From an optimization exercise on the open Yosys and OpenROAD flow, aimed at small area and a short achievable clock period; shortcuts taken in it are not production practice. Where RTL was checked, it was by simulation tests only, not by an equivalence proof against the original.

==> v23: inputs <==
==> flow/design.v <==
`timescale 1ns / 1ps
module pipeline
	#(
		parameter B=32,
		parameter W=5
	)
	(
		input wire clk,
		input wire reset,
		input wire ena,
		output wire [B-1:0] imem_addr,
		input wire [B-1:0] imem_data,
		output wire [B-1:0] dmem_addr,
		output wire [B-1:0] dmem_wdata,
		output wire dmem_we,
		input wire [B-1:0] dmem_rdata,
		output wire [B-1:0] reg_0,
		output wire [B-1:0] reg_1,
		output wire [B-1:0] reg_2,
		output wire [B-1:0] reg_3,
		output wire [B-1:0] reg_4,
		output wire [B-1:0] reg_5,
		output wire [B-1:0] reg_6,
		output wire [B-1:0] reg_7,
		output wire [B-1:0] reg_8,
		output wire [B-1:0] reg_9,
		output wire [B-1:0] reg_10,
		output wire [B-1:0] reg_11,
		output wire [B-1:0] reg_12,
		output wire [B-1:0] reg_13,
		output wire [B-1:0] reg_14,
		output wire [B-1:0] reg_15,
		output wire [B-1:0] reg_16,
		output wire [B-1:0] reg_17,
		output wire [B-1:0] reg_18,
		output wire [B-1:0] reg_19,
		output wire [B-1:0] reg_20,
		output wire [B-1:0] reg_21,
		output wire [B-1:0] reg_22,
		output wire [B-1:0] reg_23,
		output wire [B-1:0] reg_24,
		output wire [B-1:0] reg_25,
		output wire [B-1:0] reg_26,
		output wire [B-1:0] reg_27,
		output wire [B-1:0] reg_28,
		output wire [B-1:0] reg_29,
		output wire [B-1:0] reg_30,
		output wire [B-1:0] reg_31
	);
	reg  [31:0] pc_reg;
	reg         pc_sel;           
	reg  [31:0] instr_D;
	reg  [31:0] r1_E, r2_E;
	reg  [15:0] imm_E;
	reg  [4:0]  rt_E, dest_E;
	reg         fA_E, fB_E;       
	reg         RegWrite_E, MemtoReg_E, MemWrite_E, ALUSrc_E;
	reg  [3:0]  aluc_E;           
	reg  [2:0]  op_E;             
	reg  [31:0] alu_M, sd_M;
	reg  [4:0]  dest_M;
	reg         RegWrite_M, MemtoReg_M, MemWrite_M;
	reg  [2:0]  op_M;
	reg  [31:0] rf [0:31];
	wire [31:0] pc = pc_sel ? alu_M : pc_reg;
	assign imem_addr = pc;
	wire [31:0] pc4 = pc + 32'd4;
	wire [5:0] op = instr_D[31:26];
	wire [5:0] fn = instr_D[5:0];
	wire [4:0] rs = instr_D[25:21];
	wire [4:0] rt = instr_D[20:16];
	wire [4:0] rdf = instr_D[15:11];
	wire isR     = (op == 6'b000000);
	wire is_j    = (op == 6'b000010);
	wire is_jal  = (op == 6'b000011);
	wire is_beq  = (op == 6'b000100);
	wire is_bne  = (op == 6'b000101);
	wire jr_jalr = isR & ((fn == 6'b001000) | (fn == 6'b001001));
	wire jump    = jr_jalr | is_j | is_jal;
	wire branch  = is_beq | is_bne;
	reg listed, ALUSrc_D, RegWrite_D, MemtoReg_D, MemWrite_D;
	always @* begin
		listed = 1'b1; ALUSrc_D = 1'b1; RegWrite_D = 1'b0; MemtoReg_D = 1'b0; MemWrite_D = 1'b0;
		case (op)
			6'h04, 6'h05:                      ALUSrc_D = 1'b0;
			6'h08, 6'h0A, 6'h0C, 6'h0D, 6'h0E, 6'h0F: RegWrite_D = 1'b1;
			6'h20, 6'h21, 6'h23, 6'h24, 6'h25, 6'h27: begin RegWrite_D = 1'b1; MemtoReg_D = 1'b1; end
			6'h28, 6'h29, 6'h2B:               MemWrite_D = 1'b1;
			6'h02:                             ALUSrc_D = 1'b0;
			6'h03:                     begin ALUSrc_D = 1'b0; RegWrite_D = 1'b1; end
			default: begin
				listed = 1'b0;
				ALUSrc_D = (fn == 6'h00) | (fn == 6'h02) | (fn == 6'h03);
				RegWrite_D = isR & (fn != 6'h08);
			end
		endcase
	end
	wire RegDst_D = listed ? (is_j | is_jal) : 1'b1;
	reg [3:0] aluc_D;
	always @* begin
		case (op)
			6'h04, 6'h05: aluc_D = 4'd1;
			6'h08:        aluc_D = 4'd0;
			6'h0A:        aluc_D = 4'd6;
			6'h0C:        aluc_D = 4'd2;
			6'h0D:        aluc_D = 4'd3;
			6'h0E:        aluc_D = 4'd4;
			6'h0F:        aluc_D = 4'd13;
			6'h20, 6'h21, 6'h23, 6'h24, 6'h25, 6'h27,
			6'h28, 6'h29, 6'h2B, 6'h03: aluc_D = 4'd0;
			default:
				case (fn)
					6'h20: aluc_D = 4'd0;
					6'h22: aluc_D = 4'd1;
					6'h24: aluc_D = 4'd2;
					6'h25: aluc_D = 4'd3;
					6'h26: aluc_D = 4'd4;
					6'h27: aluc_D = 4'd5;
					6'h2A: aluc_D = 4'd6;
					6'h00: aluc_D = 4'd7;
					6'h02: aluc_D = 4'd8;
					6'h03: aluc_D = 4'd9;
					6'h04: aluc_D = 4'd10;
					6'h06: aluc_D = 4'd11;
					6'h07: aluc_D = 4'd12;
					6'h09: aluc_D = 4'd0;
					default: aluc_D = 4'd15;
				endcase
		endcase
	end
	wire [31:0] data1 = rf[rs];
	wire [31:0] data2 = rf[rt];
	wire FAD = (rs != 5'd0) & ((rs == dest_M) | dest_E[0]) & RegWrite_M;
	wire FBD = (rt != 5'd0) & ((rt == dest_M) | dest_E[0]) & RegWrite_M;
	wire [31:0] cmpA = FAD ? alu_M : data1;
	wire [31:0] cmpB = FBD ? alu_M : data2;
	wire eq = (cmpA == cmpB);
	wire taken = (is_beq & eq) | (is_bne & ~eq);
	wire [31:0] se_D = {{16{instr_D[15]}}, instr_D[15:0]};
	wire [31:0] br_target = pc + {se_D[29:0], 2'b00};
	wire [31:0] pc_j = {pc[31:28], instr_D[25:0], 2'b00};
	wire lwstall = ((rt_E == rs) | (rt_E == rt)) & MemtoReg_E;
	wire branchstall = branch & ((RegWrite_E & ((dest_E == rs) | (dest_E == rt))) |
	                             (MemtoReg_M & ((dest_M == rs) | (dest_M == rt))));
	wire stall = lwstall | branchstall;
	wire flushIFID = ~stall & (jump | taken);
	wire [31:0] reg_data1 = jump ? pc : data1;
	wire [31:0] reg_data2 = jump ? 32'd4 : data2;
	wire [4:0]  rd_D = (jump & ~jr_jalr) ? 5'd31 : rdf;
	wire [4:0]  dest_D = RegDst_D ? rd_D : rt;
	wire [31:0] wd_M;
	wire pfA = (rs != 5'd0) & (rs == dest_M) & RegWrite_M;
	wire pfB = (rt != 5'd0) & (rt == dest_M) & RegWrite_M;
	wire fA_D = (rs != 5'd0) & (rs == dest_E) & RegWrite_E;
	wire fB_D = (rt != 5'd0) & (rt == dest_E) & RegWrite_E;
	wire [31:0] A = fA_E ? alu_M : r1_E;
	wire [31:0] Bv = fB_E ? alu_M : r2_E;
	wire [31:0] se_E = {{16{imm_E[15]}}, imm_E};
	wire [31:0] op2 = ALUSrc_E ? se_E : Bv;
	wire [3:0]  aluc = aluc_E ^ 4'b0111;
	wire do_sub = (aluc == 4'd1) | (aluc == 4'd6);
	wire [31:0] addb = do_sub ? ~op2 : op2;
	wire [31:0] sum = A + addb + {31'd0, do_sub};
	wire slt = (A[31] ^ op2[31]) ? A[31] : sum[31];
	wire sh_var   = (aluc == 4'd10) | (aluc == 4'd11) | (aluc == 4'd12);
	wire sh_left  = (aluc == 4'd7) | (aluc == 4'd10);
	wire sh_arith = (aluc == 4'd9) | (aluc == 4'd12);
	wire [31:0] sh_val = sh_var ? op2 : A;
	wire [4:0]  sh_amt = sh_var ? A[4:0] : op2[10:6];
	wire        sh_big = sh_var & (|A[31:5]);
	wire        sh_fill = sh_arith & sh_val[31];
	reg  [31:0] sh_in, sh_rev;
	integer k;
	always @* for (k = 0; k < 32; k = k + 1) sh_in[k] = sh_left ? sh_val[31-k] : sh_val[k];
	wire [63:0] sh_ext = {{32{sh_fill}}, sh_in};
	wire [31:0] sh_r0 = sh_ext[sh_amt +: 32];
	wire [31:0] sh_r = sh_big ? {32{sh_fill}} : sh_r0;
	always @* for (k = 0; k < 32; k = k + 1) sh_rev[k] = sh_left ? sh_r[31-k] : sh_r[k];
	reg [31:0] alu_E;
	always @* begin
		case (aluc)
			4'd0, 4'd1: alu_E = sum;
			4'd2:  alu_E = A & op2;
			4'd3:  alu_E = A | op2;
			4'd4:  alu_E = A ^ op2;
			4'd5:  alu_E = ~(A | op2);
			4'd6:  alu_E = {31'd0, slt};
			4'd7, 4'd8, 4'd9, 4'd10, 4'd11, 4'd12: alu_E = sh_rev;
			4'd13: alu_E = {op2[15:0], 16'd0};
			default: alu_E = 32'hFFFFFFFF;
		endcase
	end
	reg [31:0] sd_E;
	always @* begin
		case (op_E[1:0])
			2'b00: sd_E = {{24{Bv[7]}}, Bv[7:0]};
			2'b01: sd_E = {{16{Bv[15]}}, Bv[15:0]};
			2'b10: sd_E = 32'd0;
			default: sd_E = Bv;
		endcase
	end
	assign dmem_addr = alu_M;
	assign dmem_wdata = sd_M;
	assign dmem_we = MemWrite_M;
	reg [31:0] ld;
	always @* begin
		case (op_M[1:0])
			2'b00: ld = {{24{dmem_rdata[7] & ~op_M[2]}}, dmem_rdata[7:0]};
			2'b01: ld = {{16{dmem_rdata[15] & ~op_M[2]}}, dmem_rdata[15:0]};
			2'b10: ld = 32'd0;
			default: ld = dmem_rdata;
		endcase
	end
	assign wd_M = MemtoReg_M ? ld : alu_M;
	always @(posedge clk) begin
		if (reset) begin
			pc_reg <= 32'd0;
			pc_sel <= 1'b0;
		end else if (ena) begin
			if (stall) begin
				pc_reg <= pc;
				pc_sel <= 1'b0;
			end else if (taken) begin
				pc_reg <= br_target;
				pc_sel <= 1'b0;
			end else if (jump) begin
				pc_reg <= jr_jalr ? data1 : pc_j;
				pc_sel <= jr_jalr & (FAD | FBD);
			end else begin
				pc_reg <= pc4;
				pc_sel <= 1'b0;
			end
		end
	end
	always @(posedge clk) begin
		if (reset)
			instr_D <= 32'd0;
		else if (ena & ~stall)
			instr_D <= flushIFID ? 32'd0 : imem_data;
	end
	always @(posedge clk) begin
		if (reset | (ena & stall)) begin
			r1_E <= 32'd0; r2_E <= 32'd0; imm_E <= 16'd0;
			rt_E <= 5'd0; dest_E <= 5'd0; fA_E <= 1'b0; fB_E <= 1'b0;
			RegWrite_E <= 1'b0; MemtoReg_E <= 1'b0; MemWrite_E <= 1'b0; ALUSrc_E <= 1'b0;
			aluc_E <= 4'd0; op_E <= 3'd0;
		end else if (ena) begin
			r1_E <= pfA ? wd_M : reg_data1;
			r2_E <= pfB ? wd_M : reg_data2;
			imm_E <= instr_D[15:0];
			rt_E <= rt; dest_E <= dest_D; fA_E <= fA_D; fB_E <= fB_D;
			RegWrite_E <= RegWrite_D; MemtoReg_E <= MemtoReg_D; MemWrite_E <= MemWrite_D;
			ALUSrc_E <= ALUSrc_D; aluc_E <= aluc_D ^ 4'b0111; op_E <= op[2:0];
		end
	end
	always @(posedge clk) begin
		if (reset) begin
			alu_M <= 32'd0; dest_M <= 5'd0;
			RegWrite_M <= 1'b0; MemtoReg_M <= 1'b0; MemWrite_M <= 1'b0; op_M <= 3'd0;
		end else if (ena) begin
			alu_M <= alu_E; dest_M <= dest_E;
			RegWrite_M <= RegWrite_E; MemtoReg_M <= MemtoReg_E; MemWrite_M <= MemWrite_E; op_M <= op_E;
		end
	end
	always @(posedge clk)
		if (ena) sd_M <= sd_E;
	genvar gi;
	generate
		for (gi = 0; gi < 32; gi = gi + 1) begin : g_rf
			always @(posedge clk or posedge reset) begin
				if (reset)
					rf[gi] <= 32'd0;
				else if (ena & RegWrite_M & (dest_M == gi))
					rf[gi] <= wd_M;
			end
		end
	endgenerate
	assign reg_0 = rf[0];
	assign reg_1 = rf[1];
	assign reg_2 = rf[2];
	assign reg_3 = rf[3];
	assign reg_4 = rf[4];
	assign reg_5 = rf[5];
	assign reg_6 = rf[6];
	assign reg_7 = rf[7];
	assign reg_8 = rf[8];
	assign reg_9 = rf[9];
	assign reg_10 = rf[10];
	assign reg_11 = rf[11];
	assign reg_12 = rf[12];
	assign reg_13 = rf[13];
	assign reg_14 = rf[14];
	assign reg_15 = rf[15];
	assign reg_16 = rf[16];
	assign reg_17 = rf[17];
	assign reg_18 = rf[18];
	assign reg_19 = rf[19];
	assign reg_20 = rf[20];
	assign reg_21 = rf[21];
	assign reg_22 = rf[22];
	assign reg_23 = rf[23];
	assign reg_24 = rf[24];
	assign reg_25 = rf[25];
	assign reg_26 = rf[26];
	assign reg_27 = rf[27];
	assign reg_28 = rf[28];
	assign reg_29 = rf[29];
	assign reg_30 = rf[30];
	assign reg_31 = rf[31];
endmodule
==> flow/flow/run.sh <==
#!/bin/bash
# Own flow: the standard layout (standard.sh, unchanged synthesis), with
#  - port buffers of the smallest buffer cell (buf_1) instead of the default pick,
#  - a larger setup-repair margin, so that repair_timing keeps improving the
#    critical paths beyond the 12.5 ns clock (the SDC is not changed).
# The make output goes to flow_make.log in the work folder; ORFS writes each
# tool's own log under orfs/logs/.
set -euo pipefail
export BUFFER_PORTS_ARGS="-buffer_cell sky130_fd_sc_hd__buf_1"
export SETUP_SLACK_MARGIN=8
bash standard.sh > flow_make.log 2>&1
==> flow/standard.sh <==
#!/bin/bash
# synth_recipe.tcl (not shown) runs the flow's synth.tcl, then flattens the netlist and writes it again
# the make line also repeats each setting of config.mk as NAME=value (left out here)
make -C /OpenROAD-flow-scripts/flow DESIGN_CONFIG=/design/flow/config.mk WORK_HOME=/design/flow/orfs CLKGATE_MAP_FILE= SYNTH_SCRIPT=/design/flow/synth_recipe.tcl "${@:-finish}"
==> flow/config.mk <==
export PLATFORM = sky130hd
export DESIGN_NAME = pipeline
export DESIGN_NICKNAME = pipeline
export VERILOG_FILES = /design/flow/design.v
export SDC_FILE = /design/flow/constraint.sdc
export NUM_CORES = 4
export LEC_CHECK = 0
export CAP_MARGIN = 20
export CORE_MARGIN = 2
export CORE_UTILIZATION = 50
export SLEW_MARGIN = 20
==> flow/constraint.sdc <==
create_clock -name core_clock -period 12.5 [get_ports {clk}]
set_input_delay 2.5000 -clock core_clock [delete_from_list [all_inputs] [get_ports {clk}]]
set_output_delay 2.5000 -clock core_clock [all_outputs]
set_load 0.01 [all_outputs]
==> v8: changes against v23 <==
==> flow/design.v, changed modules only <==
module pipeline
	#(
		parameter B=32,
		parameter W=5
	)
	(
		input wire clk,
		input wire reset,
		input wire ena,
		output wire [B-1:0] imem_addr,
		input wire [B-1:0] imem_data,
		output wire [B-1:0] dmem_addr,
		output wire [B-1:0] dmem_wdata,
		output wire dmem_we,
		input wire [B-1:0] dmem_rdata,
		output wire [B-1:0] reg_0,
		output wire [B-1:0] reg_1,
		output wire [B-1:0] reg_2,
		output wire [B-1:0] reg_3,
		output wire [B-1:0] reg_4,
		output wire [B-1:0] reg_5,
		output wire [B-1:0] reg_6,
		output wire [B-1:0] reg_7,
		output wire [B-1:0] reg_8,
		output wire [B-1:0] reg_9,
		output wire [B-1:0] reg_10,
		output wire [B-1:0] reg_11,
		output wire [B-1:0] reg_12,
		output wire [B-1:0] reg_13,
		output wire [B-1:0] reg_14,
		output wire [B-1:0] reg_15,
		output wire [B-1:0] reg_16,
		output wire [B-1:0] reg_17,
		output wire [B-1:0] reg_18,
		output wire [B-1:0] reg_19,
		output wire [B-1:0] reg_20,
		output wire [B-1:0] reg_21,
		output wire [B-1:0] reg_22,
		output wire [B-1:0] reg_23,
		output wire [B-1:0] reg_24,
		output wire [B-1:0] reg_25,
		output wire [B-1:0] reg_26,
		output wire [B-1:0] reg_27,
		output wire [B-1:0] reg_28,
		output wire [B-1:0] reg_29,
		output wire [B-1:0] reg_30,
		output wire [B-1:0] reg_31
	);
	reg  [31:0] pc_reg;
	reg  [31:0] instr_D;
	reg  [31:0] rs_oh, rt_oh;     
	reg  [31:0] r1_E, r2_E;
	reg  [15:0] imm_E;
	reg  [4:0]  rt_E, dest_E;
	reg         fA_E, fB_E;       
	reg         RegWrite_E, MemtoReg_E, MemWrite_E, ALUSrc_E;
	reg  [3:0]  aluc_E;           
	reg  [2:0]  op_E;             
	reg  [31:0] alu_M, sd_M;
	reg  [4:0]  dest_M;
	reg         RegWrite_M, MemtoReg_M, MemWrite_M;
	reg  [31:0] wdec_M;           
	reg         ws_mid, ws_hi, ws_b7, ws_h15;   
	reg  [31:0] rf [0:31];
	wire [31:0] pc = pc_reg;
	assign imem_addr = pc;
	wire [31:0] pc4 = pc + 32'd4;
	wire [5:0] op = instr_D[31:26];
	wire [5:0] fn = instr_D[5:0];
	wire [4:0] rs = instr_D[25:21];
	wire [4:0] rt = instr_D[20:16];
	wire [4:0] rdf = instr_D[15:11];
	wire isR     = (op == 6'b000000);
	wire is_j    = (op == 6'b000010);
	wire is_jal  = (op == 6'b000011);
	wire is_beq  = (op == 6'b000100);
	wire is_bne  = (op == 6'b000101);
	wire jr_jalr = isR & ((fn == 6'b001000) | (fn == 6'b001001));
	wire jump    = jr_jalr | is_j | is_jal;
	wire branch  = is_beq | is_bne;
	reg listed, ALUSrc_D, RegWrite_D, MemtoReg_D, MemWrite_D;
	always @* begin
		listed = 1'b1; ALUSrc_D = 1'b1; RegWrite_D = 1'b0; MemtoReg_D = 1'b0; MemWrite_D = 1'b0;
		case (op)
			6'h04, 6'h05:                      ALUSrc_D = 1'b0;
			6'h08, 6'h0A, 6'h0C, 6'h0D, 6'h0E, 6'h0F: RegWrite_D = 1'b1;
			6'h20, 6'h21, 6'h23, 6'h24, 6'h25, 6'h27: begin RegWrite_D = 1'b1; MemtoReg_D = 1'b1; end
			6'h28, 6'h29, 6'h2B:               MemWrite_D = 1'b1;
			6'h02:                             ALUSrc_D = 1'b0;
			6'h03:                     begin ALUSrc_D = 1'b0; RegWrite_D = 1'b1; end
			default: begin
				listed = 1'b0;
				ALUSrc_D = (fn == 6'h00) | (fn == 6'h02) | (fn == 6'h03);
				RegWrite_D = isR & (fn != 6'h08);
			end
		endcase
	end
	wire RegDst_D = listed ? (is_j | is_jal) : 1'b1;
	reg [3:0] aluc_D;
	always @* begin
		case (op)
			6'h04, 6'h05: aluc_D = 4'd1;
			6'h08:        aluc_D = 4'd0;
			6'h0A:        aluc_D = 4'd6;
			6'h0C:        aluc_D = 4'd2;
			6'h0D:        aluc_D = 4'd3;
			6'h0E:        aluc_D = 4'd4;
			6'h0F:        aluc_D = 4'd13;
			6'h20, 6'h21, 6'h23, 6'h24, 6'h25, 6'h27,
			6'h28, 6'h29, 6'h2B, 6'h03: aluc_D = 4'd0;
			default:
				case (fn)
					6'h20: aluc_D = 4'd0;
					6'h22: aluc_D = 4'd1;
					6'h24: aluc_D = 4'd2;
					6'h25: aluc_D = 4'd3;
					6'h26: aluc_D = 4'd4;
					6'h27: aluc_D = 4'd5;
					6'h2A: aluc_D = 4'd6;
					6'h00: aluc_D = 4'd7;
					6'h02: aluc_D = 4'd8;
					6'h03: aluc_D = 4'd9;
					6'h04: aluc_D = 4'd10;
					6'h06: aluc_D = 4'd11;
					6'h07: aluc_D = 4'd12;
					6'h09: aluc_D = 4'd0;
					default: aluc_D = 4'd15;
				endcase
		endcase
	end
	reg [31:0] data1, data2;
	integer ri;
	always @* begin
		data1 = 32'd0;
		data2 = 32'd0;
		for (ri = 0; ri < 32; ri = ri + 1) begin
			data1 = data1 | (rf[ri] & {32{rs_oh[ri]}});
			data2 = data2 | (rf[ri] & {32{rt_oh[ri]}});
		end
	end
	wire FAD = (rs != 5'd0) & ((rs == dest_M) | dest_E[0]) & RegWrite_M;
	wire FBD = (rt != 5'd0) & ((rt == dest_M) | dest_E[0]) & RegWrite_M;
	wire eq_dd = (data1 == data2);
	wire eq_ad = (alu_M == data2);
	wire eq_da = (data1 == alu_M);
	wire eq = FAD ? (FBD | eq_ad) : (FBD ? eq_da : eq_dd);
	wire taken = (is_beq & eq) | (is_bne & ~eq);
	wire [31:0] se_D = {{16{instr_D[15]}}, instr_D[15:0]};
	wire [31:0] br_target = pc + {se_D[29:0], 2'b00};
	wire [31:0] pc_j = {pc[31:28], instr_D[25:0], 2'b00};
	wire lwstall = ((rt_E == rs) | (rt_E == rt)) & MemtoReg_E;
	wire branchstall = branch & ((RegWrite_E & ((dest_E == rs) | (dest_E == rt))) |
	                             (MemtoReg_M & ((dest_M == rs) | (dest_M == rt))));
	wire stall = lwstall | branchstall;
	wire flushIFID = ~stall & (jump | taken);
	wire [31:0] reg_data1 = jump ? pc : data1;
	wire [31:0] reg_data2 = jump ? 32'd4 : data2;
	wire [4:0]  rd_D = (jump & ~jr_jalr) ? 5'd31 : rdf;
	wire [4:0]  dest_D = RegDst_D ? rd_D : rt;
	wire [31:0] wd_M;
	wire pfA = (rs != 5'd0) & (rs == dest_M) & RegWrite_M;
	wire pfB = (rt != 5'd0) & (rt == dest_M) & RegWrite_M;
	wire fA_D = (rs != 5'd0) & (rs == dest_E) & RegWrite_E;
	wire fB_D = (rt != 5'd0) & (rt == dest_E) & RegWrite_E;
	wire [31:0] A = fA_E ? alu_M : r1_E;
	wire [31:0] Bv = fB_E ? alu_M : r2_E;
	wire [31:0] se_E = {{16{imm_E[15]}}, imm_E};
	wire [31:0] op2 = ALUSrc_E ? se_E : Bv;
	wire [3:0]  aluc = aluc_E ^ 4'b0111;
	wire do_sub = (aluc == 4'd1) | (aluc == 4'd6);
	wire [31:0] addb = do_sub ? ~op2 : op2;
	wire [31:0] sum = A + addb + {31'd0, do_sub};
	wire slt = (A[31] ^ op2[31]) ? A[31] : sum[31];
	wire sh_var   = (aluc == 4'd10) | (aluc == 4'd11) | (aluc == 4'd12);
	wire sh_left  = (aluc == 4'd7) | (aluc == 4'd10);
	wire sh_arith = (aluc == 4'd9) | (aluc == 4'd12);
	wire [31:0] sh_val = sh_var ? op2 : A;
	wire [4:0]  sh_amt = sh_var ? A[4:0] : op2[10:6];
	wire        sh_big = sh_var & (|A[31:5]);
	wire        sh_fill = sh_arith & sh_val[31];
	reg  [31:0] sh_in, sh_rev;
	integer k;
	always @* for (k = 0; k < 32; k = k + 1) sh_in[k] = sh_left ? sh_val[31-k] : sh_val[k];
	wire [63:0] sh_ext = {{32{sh_fill}}, sh_in};
	wire [31:0] sh_r0 = sh_ext[sh_amt +: 32];
	wire [31:0] sh_r = sh_big ? {32{sh_fill}} : sh_r0;
	always @* for (k = 0; k < 32; k = k + 1) sh_rev[k] = sh_left ? sh_r[31-k] : sh_r[k];
	reg [31:0] alu_E;
	always @* begin
		case (aluc)
			4'd0, 4'd1: alu_E = sum;
			4'd2:  alu_E = A & op2;
			4'd3:  alu_E = A | op2;
			4'd4:  alu_E = A ^ op2;
			4'd5:  alu_E = ~(A | op2);
			4'd6:  alu_E = {31'd0, slt};
			4'd7, 4'd8, 4'd9, 4'd10, 4'd11, 4'd12: alu_E = sh_rev;
			4'd13: alu_E = {op2[15:0], 16'd0};
			default: alu_E = 32'hFFFFFFFF;
		endcase
	end
	reg [31:0] sd_E;
	always @* begin
		case (op_E[1:0])
			2'b00: sd_E = {{24{Bv[7]}}, Bv[7:0]};
			2'b01: sd_E = {{16{Bv[15]}}, Bv[15:0]};
			2'b10: sd_E = 32'd0;
			default: sd_E = Bv;
		endcase
	end
	assign dmem_addr = alu_M;
	assign dmem_wdata = sd_M;
	assign dmem_we = MemWrite_M;
	wire ws_b7x  = ws_b7 & dmem_rdata[7];
	wire ws_h15x = ws_h15 & dmem_rdata[15];
	genvar gj;
	generate
		for (gj = 0; gj < 32; gj = gj + 1) begin : g_wd
			if (gj < 8)
				assign wd_M[gj] = MemtoReg_M ? dmem_rdata[gj] : alu_M[gj];
			else if (gj < 16)
				assign wd_M[gj] = (~MemtoReg_M & alu_M[gj]) | (ws_mid & dmem_rdata[gj]) | ws_b7x;
			else
				assign wd_M[gj] = (~MemtoReg_M & alu_M[gj]) | (ws_hi & dmem_rdata[gj]) | ws_b7x | ws_h15x;
		end
	endgenerate
	wire [31:0] pc_jump = jr_jalr ? ((FAD | FBD) ? alu_E : data1) : pc_j;
	always @(posedge clk) begin
		if (reset)
			pc_reg <= 32'd0;
		else if (ena & ~stall)
			pc_reg <= taken ? br_target : (jump ? pc_jump : pc4);
	end
	wire [31:0] instr_F = flushIFID ? 32'd0 : imem_data;
	always @(posedge clk) begin
		if (reset) begin
			instr_D <= 32'd0;
			rs_oh <= 32'd1;
			rt_oh <= 32'd1;
		end else if (ena & ~stall) begin
			instr_D <= instr_F;
			rs_oh <= 32'd1 << instr_F[25:21];
			rt_oh <= 32'd1 << instr_F[20:16];
		end
	end
	always @(posedge clk) begin
		if (reset | (ena & stall)) begin
			r1_E <= 32'd0; r2_E <= 32'd0; imm_E <= 16'd0;
			rt_E <= 5'd0; dest_E <= 5'd0; fA_E <= 1'b0; fB_E <= 1'b0;
			RegWrite_E <= 1'b0; MemtoReg_E <= 1'b0; MemWrite_E <= 1'b0; ALUSrc_E <= 1'b0;
			aluc_E <= 4'd0; op_E <= 3'd0;
		end else if (ena) begin
			r1_E <= pfA ? wd_M : reg_data1;
			r2_E <= pfB ? wd_M : reg_data2;
			imm_E <= instr_D[15:0];
			rt_E <= rt; dest_E <= dest_D; fA_E <= fA_D; fB_E <= fB_D;
			RegWrite_E <= RegWrite_D; MemtoReg_E <= MemtoReg_D; MemWrite_E <= MemWrite_D;
			ALUSrc_E <= ALUSrc_D; aluc_E <= aluc_D ^ 4'b0111; op_E <= op[2:0];
		end
	end
	always @(posedge clk) begin
		if (reset) begin
			alu_M <= 32'd0; dest_M <= 5'd0;
			RegWrite_M <= 1'b0; MemtoReg_M <= 1'b0; MemWrite_M <= 1'b0;
			wdec_M <= 32'd0; ws_mid <= 1'b0; ws_hi <= 1'b0; ws_b7 <= 1'b0; ws_h15 <= 1'b0;
		end else if (ena) begin
			alu_M <= alu_E; dest_M <= dest_E;
			RegWrite_M <= RegWrite_E; MemtoReg_M <= MemtoReg_E; MemWrite_M <= MemWrite_E;
			wdec_M <= {32{RegWrite_E}} & (32'd1 << dest_E);
			ws_mid <= MemtoReg_E & op_E[0];                       
			ws_hi  <= MemtoReg_E & op_E[1];                       
			ws_b7  <= MemtoReg_E & ~op_E[0] & ~op_E[2];           
			ws_h15 <= MemtoReg_E & op_E[0] & ~op_E[1] & ~op_E[2];  
		end
	end
	always @(posedge clk)
		if (ena) sd_M <= sd_E;
	genvar gi;
	generate
		for (gi = 0; gi < 32; gi = gi + 1) begin : g_rf
			always @(posedge clk or posedge reset) begin
				if (reset)
					rf[gi] <= 32'd0;
				else if (ena & wdec_M[gi])
					rf[gi] <= wd_M;
			end
		end
	endgenerate
	assign reg_0 = rf[0];
	assign reg_1 = rf[1];
	assign reg_2 = rf[2];
	assign reg_3 = rf[3];
	assign reg_4 = rf[4];
	assign reg_5 = rf[5];
	assign reg_6 = rf[6];
	assign reg_7 = rf[7];
	assign reg_8 = rf[8];
	assign reg_9 = rf[9];
	assign reg_10 = rf[10];
	assign reg_11 = rf[11];
	assign reg_12 = rf[12];
	assign reg_13 = rf[13];
	assign reg_14 = rf[14];
	assign reg_15 = rf[15];
	assign reg_16 = rf[16];
	assign reg_17 = rf[17];
	assign reg_18 = rf[18];
	assign reg_19 = rf[19];
	assign reg_20 = rf[20];
	assign reg_21 = rf[21];
	assign reg_22 = rf[22];
	assign reg_23 = rf[23];
	assign reg_24 = rf[24];
	assign reg_25 = rf[25];
	assign reg_26 = rf[26];
	assign reg_27 = rf[27];
	assign reg_28 = rf[28];
	assign reg_29 = rf[29];
	assign reg_30 = rf[30];
	assign reg_31 = rf[31];
endmodule
CORE_UTILIZATION = 40   (was 50)
==> comparison <==
In v23 the synthesized cell count is larger than in v8, by 8.8%. v23 ended with an error in global routing (5_1_grt). v8 finished with timing, DRC and antenna clean. Against v23, the area after synthesis of v8 is lower by about 1.4%.
==> figures <==
|  | v8 | v23 |
|---|---|---|
| Result of the run | timing/DRC/antenna clean | stopped before the end |
| Stage where the flow stopped | - | global routing (5_1_grt) |
| Placed Cells | 11400 | 11600 |
| Post-CTS Setup Bufs | 236 | 407 |
| Simple-gate area share of the yosys netlist | 15.2% | 22.7% |
| Cell variety after synth | 102 | 95 |
| Fraction of the yosys area taken by sequential cells | 44.7% | 41.5% |
| Most frequent cell after synthesis | nor2_1 | nand2_1 |
| Hpwl dp | 398000 um | 395000 um |
| Number of nets in the synthesized netlist | 8548 | 9280 |
| Synth Area in XOR/XNOR | 2.29% | 1.96% |
The RTL of v23 was laid out without a check of its function.

## what the ideal ports hide
In the flow no input, the clock included, has a driving cell. The finished layout below was timed again as built, in two steps.
Step 1: set_driving_cell puts a clkbuf_16 on clk and a buf_2 on each other input, an assumption about the parent block.
Step 2 adds t to the input delays and takes it off the output delays; t is the mean of the earliest and latest rising clock arrival at the registers after step 1. Input paths then give back, and output paths get back, about the clock's delay inside the block.
Three values: ideal ports, drivers, drivers and shift; two values: the first two.
run: v8
t (ns): 0.987
setup slack, ns: 7.338 / 7.338 / 6.980
hold slack, ns: 0.487 / 0.487 / 0.487
latest minus earliest clock arrival (ns): 0.055 / 0.055
slew at the worst register clock pin (ns): 0.08 / 0.08
After both steps setup and hold are still met in v8. The setup slack of v8 moves by 0.000 ns with the drivers and by -0.358 ns with both steps.
